Context: an optimization exercise on an open-source flow, tuned for small area and a short achievable clock period. The choices shown serve that exercise and are no tape-out recipe.
The clock port is modelled as an ideal driver; clocking choices that lean on that would not hold on a real chip.
No activity file was given, so power comes from the tool's default toggle rates.

==> flow/design.v <==
module fifo29(
    input Clk,
    input [31:0] dataIn,
    input RD,
    input WR,
    input EN,
    input Rst,
    output reg [31:0] dataOut,
    output reg EMPTY,
    output reg FULL
);
reg [31:0] FIFO [7:0];
reg [7:0] rdPtr, wrPtr;
reg notEmpty, notFull;
reg [7:0] rdOk;
wire act = EN && !Rst;
wire rdGo = act && RD && notEmpty;
wire wrGo = act && WR && notFull;
wire [7:0] rdPtrInc = {rdPtr[6:0], rdPtr[7]};
wire [7:0] wrPtrInc = {wrPtr[6:0], wrPtr[7]};
wire lastWord = |(rdPtrInc & wrPtr);
wire lastSlot = |(wrPtrInc & rdPtr);
wire hold = !EN;
wire clear = EN && Rst;
wire [7:0] rdStep = rdGo ? rdPtrInc : rdPtr;
wire [7:0] wrStep = wrGo ? wrPtrInc : wrPtr;
wire emptyStep = (rdGo && !wrGo) ? lastWord : (wrGo ? 1'b0 : !notEmpty);
wire fullStep = (wrGo && !rdGo) ? lastSlot : (rdGo ? 1'b0 : !notFull);
wire emptyNext = (act & emptyStep) | clear | (hold & !notEmpty);
wire fullNext = (act & fullStep) | (hold & !notFull);
wire [7:0] rdPtrNext = ({8{act}} & rdStep) | ({8{hold}} & rdPtr) | {7'd0, clear};
always @(posedge Clk) begin
    rdPtr <= rdPtrNext;
    rdOk <= rdPtrNext & {8{!emptyNext}};
    wrPtr <= ({8{act}} & wrStep) | ({8{hold}} & wrPtr) | {7'd0, clear};
    notEmpty <= !emptyNext;
    notFull <= !fullNext;
    EMPTY <= emptyNext;
    FULL <= fullNext;
end
wire [7:0] wrSlot = {8{notFull}} & wrPtr;
wire [7:0] rdSlot = rdOk;
wire [7:0] wrEn = wrSlot;
wire [31:0] rdSel [7:0];
wire [31:0] rdHold;
genvar g, c;
generate
    for (c = 0; c < 2; c = c + 1) begin : gLane
        for (g = 0; g < 8; g = g + 1) begin : gWord
            fifo29_gate4 gr (.en(EN), .req(RD), .rst(Rst), .ok(rdSlot[g]), .y(rdSel[g][16*c]));
            assign rdSel[g][16*c+15:16*c+1] = {15{rdSel[g][16*c]}};
        end
        fifo29_nand4 gh (.en(EN), .req(RD), .rst(Rst), .ok(notEmpty), .y(rdHold[16*c]));
        assign rdHold[16*c+15:16*c+1] = {15{rdHold[16*c]}};
    end
endgenerate
integer i;
always @(posedge Clk) begin
    for (i = 0; i < 8; i = i + 1)
        if (wrEn[i])
            FIFO[i] <= dataIn;
end
wire [31:0] rdData;
genvar k;
generate
    for (k = 0; k < 32; k = k + 1) begin : gBit
        wire n0, n1, n2;
        fifo29_aoi222 g0 (.a0(FIFO[0][k]), .s0(rdSel[0][k]), .a1(FIFO[1][k]), .s1(rdSel[1][k]), .a2(FIFO[2][k]), .s2(rdSel[2][k]), .y(n0));
        fifo29_aoi222 g1 (.a0(FIFO[3][k]), .s0(rdSel[3][k]), .a1(FIFO[4][k]), .s1(rdSel[4][k]), .a2(FIFO[5][k]), .s2(rdSel[5][k]), .y(n1));
        fifo29_aoi222 g2 (.a0(FIFO[6][k]), .s0(rdSel[6][k]), .a1(FIFO[7][k]), .s1(rdSel[7][k]), .a2(dataOut[k]), .s2(rdHold[k]), .y(n2));
        assign rdData[k] = ~(n0 & n1 & n2);
    end
endgenerate
always @(posedge Clk)
    dataOut <= rdData;
endmodule
module fifo29_aoi222(
    input a0, s0, a1, s1, a2, s2,
    output y
);
assign y = ~((a0 & s0) | (a1 & s1) | (a2 & s2));
endmodule
module fifo29_gate4(
    input en, req, rst, ok,
    output y
);
assign y = en & req & !rst & ok;
endmodule
module fifo29_nand4(
    input en, req, rst, ok,
    output y
);
assign y = !(en & req & !rst & ok);
endmodule
export LEC_CHECK = 0
export CAP_MARGIN = 20
export CORE_MARGIN = 2
export CORE_UTILIZATION = 50
export SETUP_SLACK_MARGIN = 1.6
export SLEW_MARGIN = 20
export SYNTH_HIERARCHICAL = 1
export SYNTH_MINIMUM_KEEP_SIZE = 0
export TNS_END_PERCENT = 0
create_clock -name core_clock -period 3.0 [get_ports {Clk}]
standard.sh (not shown) runs the stock make flow with config.mk's settings and CLKGATE_MAP_FILE= SYNTH_SCRIPT=/design/flow/synth_recipe.tcl, a recipe that flattens the netlist after the stock synthesis.
==> flow/flow/run.sh <==
#!/bin/bash
# The standard layout (standard.sh), with these changes:
#  - plain buffers (buf_2) instead of delay buffers on the ports;
#  - a hand-built two-level clock tree, made by flow/pre_cts.tcl before CTS;
#  - any extra ORFS make variables listed one per line in flow/extra_args.txt.
# ORFS's own logs stay under orfs/logs; make's output goes to flow.log.
set -euo pipefail
here=$(pwd)
args=("BUFFER_PORTS_ARGS=-buffer_cell sky130_fd_sc_hd__buf_2" "PRE_CTS_TCL=$here/flow/pre_cts.tcl")
if [[ -f flow/extra_args.txt ]]; then
  while IFS= read -r line; do
    [[ -n "$line" ]] && args+=("$line")
  done < flow/extra_args.txt
fi
bash standard.sh "${args[@]}" finish > flow.log 2>&1
Other scripts of this flow, unchanged in this note and not shown: flow/flow/mtree.tcl, flow/flow/pre_cts.tcl
Change:
--- a/flow/design.v
+++ b/flow/design.v
@@ -15,23 +15,23 @@
 reg [7:0] rdOk;
 wire act = EN && !Rst;
-wire rdGo = act && RD && notEmpty;
-wire wrGo = act && WR && notFull;
+wire hold = !EN;
+wire clear = EN && Rst;
 wire [7:0] rdPtrInc = {rdPtr[6:0], rdPtr[7]};
 wire [7:0] wrPtrInc = {wrPtr[6:0], wrPtr[7]};
-wire lastWord = |(rdPtrInc & wrPtr);
-wire lastSlot = |(wrPtrInc & rdPtr);
-wire hold = !EN;
-wire clear = EN && Rst;
-wire [7:0] rdStep = rdGo ? rdPtrInc : rdPtr;
-wire [7:0] wrStep = wrGo ? wrPtrInc : wrPtr;
-wire emptyStep = (rdGo && !wrGo) ? lastWord : (wrGo ? 1'b0 : !notEmpty);
-wire fullStep = (wrGo && !rdGo) ? lastSlot : (rdGo ? 1'b0 : !notFull);
-wire emptyNext = (act & emptyStep) | clear | (hold & !notEmpty);
-wire fullNext = (act & fullStep) | (hold & !notFull);
-wire [7:0] rdPtrNext = ({8{act}} & rdStep) | ({8{hold}} & rdPtr) | {7'd0, clear};
+wire oneWord = notEmpty & |(rdPtrInc & wrPtr);
+wire oneSlot = notFull & |(wrPtrInc & rdPtr);
+wire r = RD & notEmpty;
+wire w = WR & notFull;
+wire emptyAct = !w & (!notEmpty | (RD & oneWord));
+wire fullAct = !r & (!notFull | (WR & oneSlot));
+wire [7:0] rdPtrAct = r ? rdPtrInc : rdPtr;
+wire [7:0] wrPtrAct = w ? wrPtrInc : wrPtr;
+wire [7:0] rdOkAct = r ? (rdPtrInc & {8{w | !oneWord}}) : (rdPtr & {8{w | notEmpty}});
+wire emptyNext = (act & emptyAct) | clear | (hold & !notEmpty);
+wire fullNext = (act & fullAct) | (hold & !notFull);
 always @(posedge Clk) begin
-    rdPtr <= rdPtrNext;
-    rdOk <= rdPtrNext & {8{!emptyNext}};
-    wrPtr <= ({8{act}} & wrStep) | ({8{hold}} & wrPtr) | {7'd0, clear};
+    rdPtr <= ({8{act}} & rdPtrAct) | ({8{hold}} & rdPtr) | {7'd0, clear};
+    wrPtr <= ({8{act}} & wrPtrAct) | ({8{hold}} & wrPtr) | {7'd0, clear};
+    rdOk <= ({8{act}} & rdOkAct) | ({8{hold}} & rdOk);
     notEmpty <= !emptyNext;
     notFull <= !fullNext;
@@ -41,5 +41,5 @@
 wire [7:0] wrSlot = {8{notFull}} & wrPtr;
 wire [7:0] rdSlot = rdOk;
-wire [7:0] wrEn = wrSlot;
+wire [31:0] wrEn [7:0];
 wire [31:0] rdSel [7:0];
 wire [31:0] rdHold;
@@ -48,5 +48,7 @@
     for (c = 0; c < 2; c = c + 1) begin : gLane
         for (g = 0; g < 8; g = g + 1) begin : gWord
+            fifo29_gate4 gw (.en(EN), .req(WR), .rst(Rst), .ok(wrSlot[g]), .y(wrEn[g][16*c]));
             fifo29_gate4 gr (.en(EN), .req(RD), .rst(Rst), .ok(rdSlot[g]), .y(rdSel[g][16*c]));
+            assign wrEn[g][16*c+15:16*c+1] = {15{wrEn[g][16*c]}};
             assign rdSel[g][16*c+15:16*c+1] = {15{rdSel[g][16*c]}};
         end
@@ -55,9 +57,10 @@
     end
 endgenerate
-integer i;
+integer i, b;
 always @(posedge Clk) begin
     for (i = 0; i < 8; i = i + 1)
-        if (wrEn[i])
-            FIFO[i] <= dataIn;
+        for (b = 0; b < 32; b = b + 1)
+            if (wrEn[i][b])
+                FIFO[i][b] <= dataIn[b];
 end
 wire [31:0] rdData;
Result: The new run went through all stages and came out clean; design area increases by 2.5%; setup slack improved by 0.027 ns; die area increases by 2.1%; core utilization decreases by 0.19 points; critical path depth decreases by 1; area after synthesis increases by 2.1%; clock skew decreases by 0.016 ns; synthesized cell count increases by 4.6%; fmax increases by 1.8%; worst hold slack got worse by 0.0070 ns; power decreases by 4.4%; routed wire length increases by 0.77%.
No functional check of the RTL was part of any run of this note.

Setup of the reference run:
// fifo29: RTL as listed in full above, without the edits since
==> flow/config.mk <==
export PLATFORM = sky130hd
export DESIGN_NAME = fifo29
export DESIGN_NICKNAME = fifo29
export VERILOG_FILES = /design/flow/design.v
export SDC_FILE = /design/flow/constraint.sdc
export NUM_CORES = 4
export LEC_CHECK = 0
export CAP_MARGIN = 20
export CORE_MARGIN = 2
export CORE_UTILIZATION = 55
export SETUP_SLACK_MARGIN = 1.6
export SLEW_MARGIN = 20
export SYNTH_HIERARCHICAL = 1
export SYNTH_MINIMUM_KEEP_SIZE = 0
export TNS_END_PERCENT = 0
==> flow/constraint.sdc <==
create_clock -name core_clock -period 3.0 [get_ports {Clk}]
set_input_delay 0.6000 -clock core_clock [delete_from_list [all_inputs] [get_ports {Clk}]]
set_output_delay 0.6000 -clock core_clock [all_outputs]
set_load 0.01 [all_outputs]
Scripts as last shown in full above: flow/flow/run.sh
Other scripts of this flow, unchanged in this note and not shown: flow/flow/mtree.tcl, flow/flow/pre_cts.tcl
Input changes introduced in the trial run (baseline for comparison: the reference run):
diff --git a/flow/design.v b/flow/design.v
--- a/flow/design.v
+++ b/flow/design.v
@@ -15,23 +15,23 @@
 reg [7:0] rdOk;
 wire act = EN && !Rst;
-wire rdGo = act && RD && notEmpty;
-wire wrGo = act && WR && notFull;
+wire hold = !EN;
+wire clear = EN && Rst;
 wire [7:0] rdPtrInc = {rdPtr[6:0], rdPtr[7]};
 wire [7:0] wrPtrInc = {wrPtr[6:0], wrPtr[7]};
-wire lastWord = |(rdPtrInc & wrPtr);
-wire lastSlot = |(wrPtrInc & rdPtr);
-wire hold = !EN;
-wire clear = EN && Rst;
-wire [7:0] rdStep = rdGo ? rdPtrInc : rdPtr;
-wire [7:0] wrStep = wrGo ? wrPtrInc : wrPtr;
-wire emptyStep = (rdGo && !wrGo) ? lastWord : (wrGo ? 1'b0 : !notEmpty);
-wire fullStep = (wrGo && !rdGo) ? lastSlot : (rdGo ? 1'b0 : !notFull);
-wire emptyNext = (act & emptyStep) | clear | (hold & !notEmpty);
-wire fullNext = (act & fullStep) | (hold & !notFull);
-wire [7:0] rdPtrNext = ({8{act}} & rdStep) | ({8{hold}} & rdPtr) | {7'd0, clear};
+wire oneWord = notEmpty & |(rdPtrInc & wrPtr);
+wire oneSlot = notFull & |(wrPtrInc & rdPtr);
+wire r = RD & notEmpty;
+wire w = WR & notFull;
+wire emptyAct = !w & (!notEmpty | (RD & oneWord));
+wire fullAct = !r & (!notFull | (WR & oneSlot));
+wire [7:0] rdPtrAct = r ? rdPtrInc : rdPtr;
+wire [7:0] wrPtrAct = w ? wrPtrInc : wrPtr;
+wire [7:0] rdOkAct = r ? (rdPtrInc & {8{w | !oneWord}}) : (rdPtr & {8{w | notEmpty}});
+wire emptyNext = (act & emptyAct) | clear | (hold & !notEmpty);
+wire fullNext = (act & fullAct) | (hold & !notFull);
 always @(posedge Clk) begin
-    rdPtr <= rdPtrNext;
-    rdOk <= rdPtrNext & {8{!emptyNext}};
-    wrPtr <= ({8{act}} & wrStep) | ({8{hold}} & wrPtr) | {7'd0, clear};
+    rdPtr <= ({8{act}} & rdPtrAct) | ({8{hold}} & rdPtr) | {7'd0, clear};
+    wrPtr <= ({8{act}} & wrPtrAct) | ({8{hold}} & wrPtr) | {7'd0, clear};
+    rdOk <= ({8{act}} & rdOkAct) | ({8{hold}} & rdOk);
     notEmpty <= !emptyNext;
     notFull <= !fullNext;
@@ -41,5 +41,5 @@
 wire [7:0] wrSlot = {8{notFull}} & wrPtr;
 wire [7:0] rdSlot = rdOk;
-wire [7:0] wrEn = wrSlot;
+wire [31:0] wrEn [7:0];
 wire [31:0] rdSel [7:0];
 wire [31:0] rdHold;
@@ -48,5 +48,7 @@
     for (c = 0; c < 2; c = c + 1) begin : gLane
         for (g = 0; g < 8; g = g + 1) begin : gWord
+            fifo29_gate4 gw (.en(EN), .req(WR), .rst(Rst), .ok(wrSlot[g]), .y(wrEn[g][16*c]));
             fifo29_gate4 gr (.en(EN), .req(RD), .rst(Rst), .ok(rdSlot[g]), .y(rdSel[g][16*c]));
+            assign wrEn[g][16*c+15:16*c+1] = {15{wrEn[g][16*c]}};
             assign rdSel[g][16*c+15:16*c+1] = {15{rdSel[g][16*c]}};
         end
@@ -55,9 +57,10 @@
     end
 endgenerate
-integer i;
+integer i, b;
 always @(posedge Clk) begin
     for (i = 0; i < 8; i = i + 1)
-        if (wrEn[i])
-            FIFO[i] <= dataIn;
+        for (b = 0; b < 32; b = b + 1)
+            if (wrEn[i][b])
+                FIFO[i][b] <= dataIn[b];
 end
 wire [31:0] rdData;
[summary]
- Post-synthesis net count: the trial run > the reference run
- Going from the reference run to the trial run, share of the yosys chip area belonging to registers shrinks by 1.7 points.
- On clock network latency to the later pin of the worst-skew pair, the trial run tracks the reference run almost exactly.
- The synthesized area of the trial run is higher than that of the reference run.
- The trial run — power in sequential cells about 4% lower, the reference run as reference
- The power share of the clock group of the trial run is higher than that of the reference run.
- The trial run against the reference run: slack of the critical path went up 0.039 ns; synthesized cell count moved up; minimum period implied by the final worst setup slack now sits lower; share of power burned in registers saw little to no change; combinational group share of total power decreased 0.9 points.
- Compared with the reference run, the trial run shows a number of placed instances, taps included that is 30 higher.
- Relative to the reference run, final instance count without filler cells has increased by 44 in the trial run.
Function was not checked in any run of this note: the RTL went through the layout flow alone.

[what the ideal ports hide]
In the flow no input, the clock included, has a driving cell. The finished layouts below were timed again as built, in two steps.
Step 1 sets driving cells, clkbuf_16 on the clock port and buf_2 on the other inputs (assumed; they add their load-dependent delay and slew).
Step 2 also shifts input and output timing later by t, the mid clock arrival at the registers, as if the neighbouring blocks saw the same clock.
Slacks: ideal ports / drivers / drivers and shift; pairs: ideal ports / drivers.
| run | shift t [ns] | setup WS [ns] | hold slack, ns |
|---|---|---|---|
| the first run of note 1 | 0.395 | 1.484 / 1.451 / 1.119 | 0.477 / 0.469 / 0.477 |
| the second run of note 1 | 0.400 | 1.511 / 1.417 / 1.128 | 0.470 / 0.470 / 0.470 |
| the reference run | 0.393 | 1.473 / 1.438 / 1.044 | 0.470 / 0.469 / 0.470 |
| the trial run | 0.405 | 1.512 / 1.420 / 1.064 | 0.446 / 0.446 / 0.446 |
After both steps every run listed still meets setup and hold. For the trial run, which loses most, drivers alone change the setup slack by -0.092 ns; drivers and shift together by -0.448 ns.
